From an optimization exercise on the open Yosys and OpenROAD flow, aimed at small area and a short achievable clock period; shortcuts taken in it are not production practice. Function was checked by simulation only, so behaviour that the tests miss may differ from the original.

the previous run:
// TopProcessor
module TopProcessor(Clk, Reset, InstrAddr, Instruction, DataAddr, DataWData, MemWrite, MemRead, DataRData, WriteData);
Size: roughly 4900 cells after synthesis, roughly 1000 flip-flops, ~200 I/O pins, about 61000 sq um of cells after synthesis.
export LEC_CHECK = 0
export CAP_MARGIN = 10
export CORE_MARGIN = 2
export CORE_UTILIZATION = 55
export CTS_CLUSTER_DIAMETER = 80
export CTS_CLUSTER_SIZE = 20
export SETUP_SLACK_MARGIN = 5
export SLEW_MARGIN = 10
export SYNTH_HIERARCHICAL = 1
create_clock -name core_clock -period 24.0 [get_ports {Clk}]
standard.sh (not shown) runs the stock make flow with config.mk's settings and CLKGATE_MAP_FILE= SYNTH_SCRIPT=/design/flow/synth_recipe.tcl, a recipe that flattens the netlist after the stock synthesis.
==> flow/flow/run.sh <==
#!/bin/bash
# Own layout flow: the standard synthesis unchanged, then ORFS from
# floorplan to finish with four knobs the flow settings cannot reach:
#  - a larger setup margin for the timing repair steps,
#  - repair of the worst path only (no total-negative-slack repair),
#  - buf_2 cells as the port buffers,
#  - sizing not held to the same cell footprint.
# Each step's full output goes to its own log in this folder.
set -euo pipefail
MARGIN=8.5
bash standard.sh synth > synth.log 2>&1
sed -e "s|\"\${@:-finish}\"|SETUP_SLACK_MARGIN=$MARGIN TNS_END_PERCENT=0 MATCH_CELL_FOOTPRINT=0 BUFFER_PORTS_ARGS='-buffer_cell sky130_fd_sc_hd__buf_2' \"\${@:-finish}\"|" standard.sh > layout.sh
bash layout.sh > layout.log 2>&1
--- input diff the previous run..the current run ---
Settings: SLEW_MARGIN: 10 -> 20; CAP_MARGIN: 10 -> 20; CTS_CLUSTER_SIZE: 20 -> unset; CTS_CLUSTER_DIAMETER: 80 -> unset.
--- a/flow/flow/run.sh
+++ b/flow/flow/run.sh
@@ -8,5 +8,5 @@
 # Each step's full output goes to its own log in this folder.
 set -euo pipefail
-MARGIN=8.5
+MARGIN=10
 bash standard.sh synth > synth.log 2>&1
 sed -e "s|\"\${@:-finish}\"|SETUP_SLACK_MARGIN=$MARGIN TNS_END_PERCENT=0 MATCH_CELL_FOOTPRINT=0 BUFFER_PORTS_ARGS='-buffer_cell sky130_fd_sc_hd__buf_2' \"\${@:-finish}\"|" standard.sh > layout.sh
Findings:
- [compare] base=the previous run new=the current run: logic depth of the worst path, buffers included -1; highest cell delay on the worst timing path -0.03 ns; iteration count of the initial detailed-routing pass +1.

== run 1 ==
Starting RTL as in the previous note.
export LEC_CHECK = 0
export CAP_MARGIN = 10
export CORE_MARGIN = 2
export CORE_UTILIZATION = 55
export CTS_CLUSTER_DIAMETER = 90
export CTS_CLUSTER_SIZE = 24
export SETUP_SLACK_MARGIN = 5
export SLEW_MARGIN = 10
export SYNTH_HIERARCHICAL = 1
create_clock -name core_clock -period 24.0 [get_ports {Clk}]
==> flow/flow/run.sh <==
#!/bin/bash
# Own layout flow: the standard synthesis unchanged, then ORFS from
# floorplan to finish with four knobs the flow settings cannot reach:
#  - a larger setup margin for the timing repair steps,
#  - repair of the worst path only (no total-negative-slack repair),
#  - buf_2 cells as the port buffers,
#  - sizing not held to the same cell footprint.
# Each step's full output goes to its own log in this folder.
set -euo pipefail
MARGIN=7.5
bash standard.sh synth > synth.log 2>&1
sed -e "s|\"\${@:-finish}\"|SETUP_SLACK_MARGIN=$MARGIN TNS_END_PERCENT=0 MATCH_CELL_FOOTPRINT=0 BUFFER_PORTS_ARGS='-buffer_cell sky130_fd_sc_hd__buf_2' \"\${@:-finish}\"|" standard.sh > layout.sh
bash layout.sh > layout.log 2>&1
Relative to run 1, the following input files were edited for run 2:
# run 1
export LEC_CHECK = 0
export CAP_MARGIN = 10
export CORE_MARGIN = 2
export CORE_UTILIZATION = 55
export CTS_CLUSTER_DIAMETER = 90
export CTS_CLUSTER_SIZE = 24
export SETUP_SLACK_MARGIN = 5
export SLEW_MARGIN = 10
export SYNTH_HIERARCHICAL = 1
create_clock -name core_clock -period 24.0 [get_ports {Clk}]
# run 2
export LEC_CHECK = 0
export CAP_MARGIN = 10
export CORE_MARGIN = 2
export CORE_UTILIZATION = 62
export CTS_CLUSTER_DIAMETER = 80
export CTS_CLUSTER_SIZE = 20
export SETUP_SLACK_MARGIN = 5
export SLEW_MARGIN = 10
export SYNTH_HIERARCHICAL = 1
create_clock -name core_clock -period 24.0 [get_ports {Clk}]
==> flow/flow/run.sh <==
#!/bin/bash
# Own layout flow: the standard synthesis unchanged, then ORFS from
# floorplan to finish with four knobs the flow settings cannot reach:
#  - a larger setup margin for the timing repair steps,
#  - repair of the worst path only (no total-negative-slack repair),
#  - buf_1 cells as the port buffers,
#  - sizing not held to the same cell footprint.
# Each step's full output goes to its own log in this folder.
set -euo pipefail
MARGIN=8.5
bash standard.sh synth > synth.log 2>&1
sed -e "s|\"\${@:-finish}\"|SETUP_SLACK_MARGIN=$MARGIN TNS_END_PERCENT=0 MATCH_CELL_FOOTPRINT=0 BUFFER_PORTS_ARGS='-buffer_cell sky130_fd_sc_hd__buf_1' \"\${@:-finish}\"|" standard.sh > layout.sh
bash layout.sh > layout.log 2>&1
==> comparison <==
- Cell area after layout (run 2 vs. run 1) decreases by a few percent
- Re post-synthesis instance area: no difference whatsoever between run 2 and run 1.
- In run 2 relative to run 1, post-cts sizing count had gone down by more than a quarter.
- Compared with run 1, in run 2 cell depth of the worst min-delay path shows an increase of 1; sequential share of layout area moved up; maximum single-stage delay on the critical path -0.08 ns; part of the cycle the worst path needs picked up an extra 1.8 points.
What run 3 does differently from run 2 at the input level:
# run 2
export LEC_CHECK = 0
export CAP_MARGIN = 10
export CORE_MARGIN = 2
export CORE_UTILIZATION = 62
export CTS_CLUSTER_DIAMETER = 80
export CTS_CLUSTER_SIZE = 20
export SETUP_SLACK_MARGIN = 5
export SLEW_MARGIN = 10
export SYNTH_HIERARCHICAL = 1
create_clock -name core_clock -period 24.0 [get_ports {Clk}]
# run 3
export LEC_CHECK = 0
export CAP_MARGIN = 10
export CORE_MARGIN = 2
export CORE_UTILIZATION = 55
export CTS_CLUSTER_DIAMETER = 80
export CTS_CLUSTER_SIZE = 20
export SETUP_SLACK_MARGIN = 5
export SLEW_MARGIN = 10
export SYNTH_HIERARCHICAL = 1
create_clock -name core_clock -period 24.0 [get_ports {Clk}]
==> flow/flow/run.sh <==
#!/bin/bash
# Own layout flow: the standard synthesis unchanged, then ORFS from
# floorplan to finish with four knobs the flow settings cannot reach:
#  - a larger setup margin for the timing repair steps,
#  - repair of the worst path only (no total-negative-slack repair),
#  - buf_2 cells as the port buffers,
#  - sizing not held to the same cell footprint.
# Each step's full output goes to its own log in this folder.
set -euo pipefail
MARGIN=7.2
bash standard.sh synth > synth.log 2>&1
sed -e "s|\"\${@:-finish}\"|SETUP_SLACK_MARGIN=$MARGIN TNS_END_PERCENT=0 MATCH_CELL_FOOTPRINT=0 BUFFER_PORTS_ARGS='-buffer_cell sky130_fd_sc_hd__buf_2' \"\${@:-finish}\"|" standard.sh > layout.sh
bash layout.sh > layout.log 2>&1
Cell at the slowest stage of the critical path: sky130_fd_sc_hd__fa_1 -> run 2, sky130_fd_sc_hd__nand4_1 -> run 3. Delta (run 3 minus run 2): post-cts gate resize count now smaller; maximum clock frequency now larger.

port drivers added, routing unchanged:
The results above use ideal ports. As a check the final layouts listed here were re-extracted and re-timed, cells and wires unchanged. Step 1: set_driving_cell puts a clkbuf_16 on Clk and a buf_2 on each other input, an assumption about the parent block. Step 2 moves the port delays by t, midway between the first and last clock arrival at a register: inputs arrive t later, outputs are due t later. That takes back most of the time a late clock gives input paths. Slacks: ideal ports / drivers / drivers and shift; pairs: ideal ports / drivers.
run	t (ns)	setup WS [ns]	clock arrival spread, ns	worst register clock-pin slew, ns
the previous run	0.772	7.039 / 6.948 / 6.948	0.051 / 0.051	0.09 / 0.09
the current run	0.768	6.993 / 6.898 / 6.898	0.076 / 0.077	0.07 / 0.07
run 1	0.764	7.061 / 6.965 / 6.965	0.049 / 0.049	0.11 / 0.11
run 2	0.768	6.622 / 6.522 / 6.522	0.056 / 0.055	0.09 / 0.09
run 3	0.774	6.914 / 6.836 / 6.836	0.050 / 0.050	0.10 / 0.10
After both steps setup and hold are still met in every run listed. The setup slack of run 2, which loses most, moves by -0.100 ns with the drivers and by -0.100 ns with both steps.
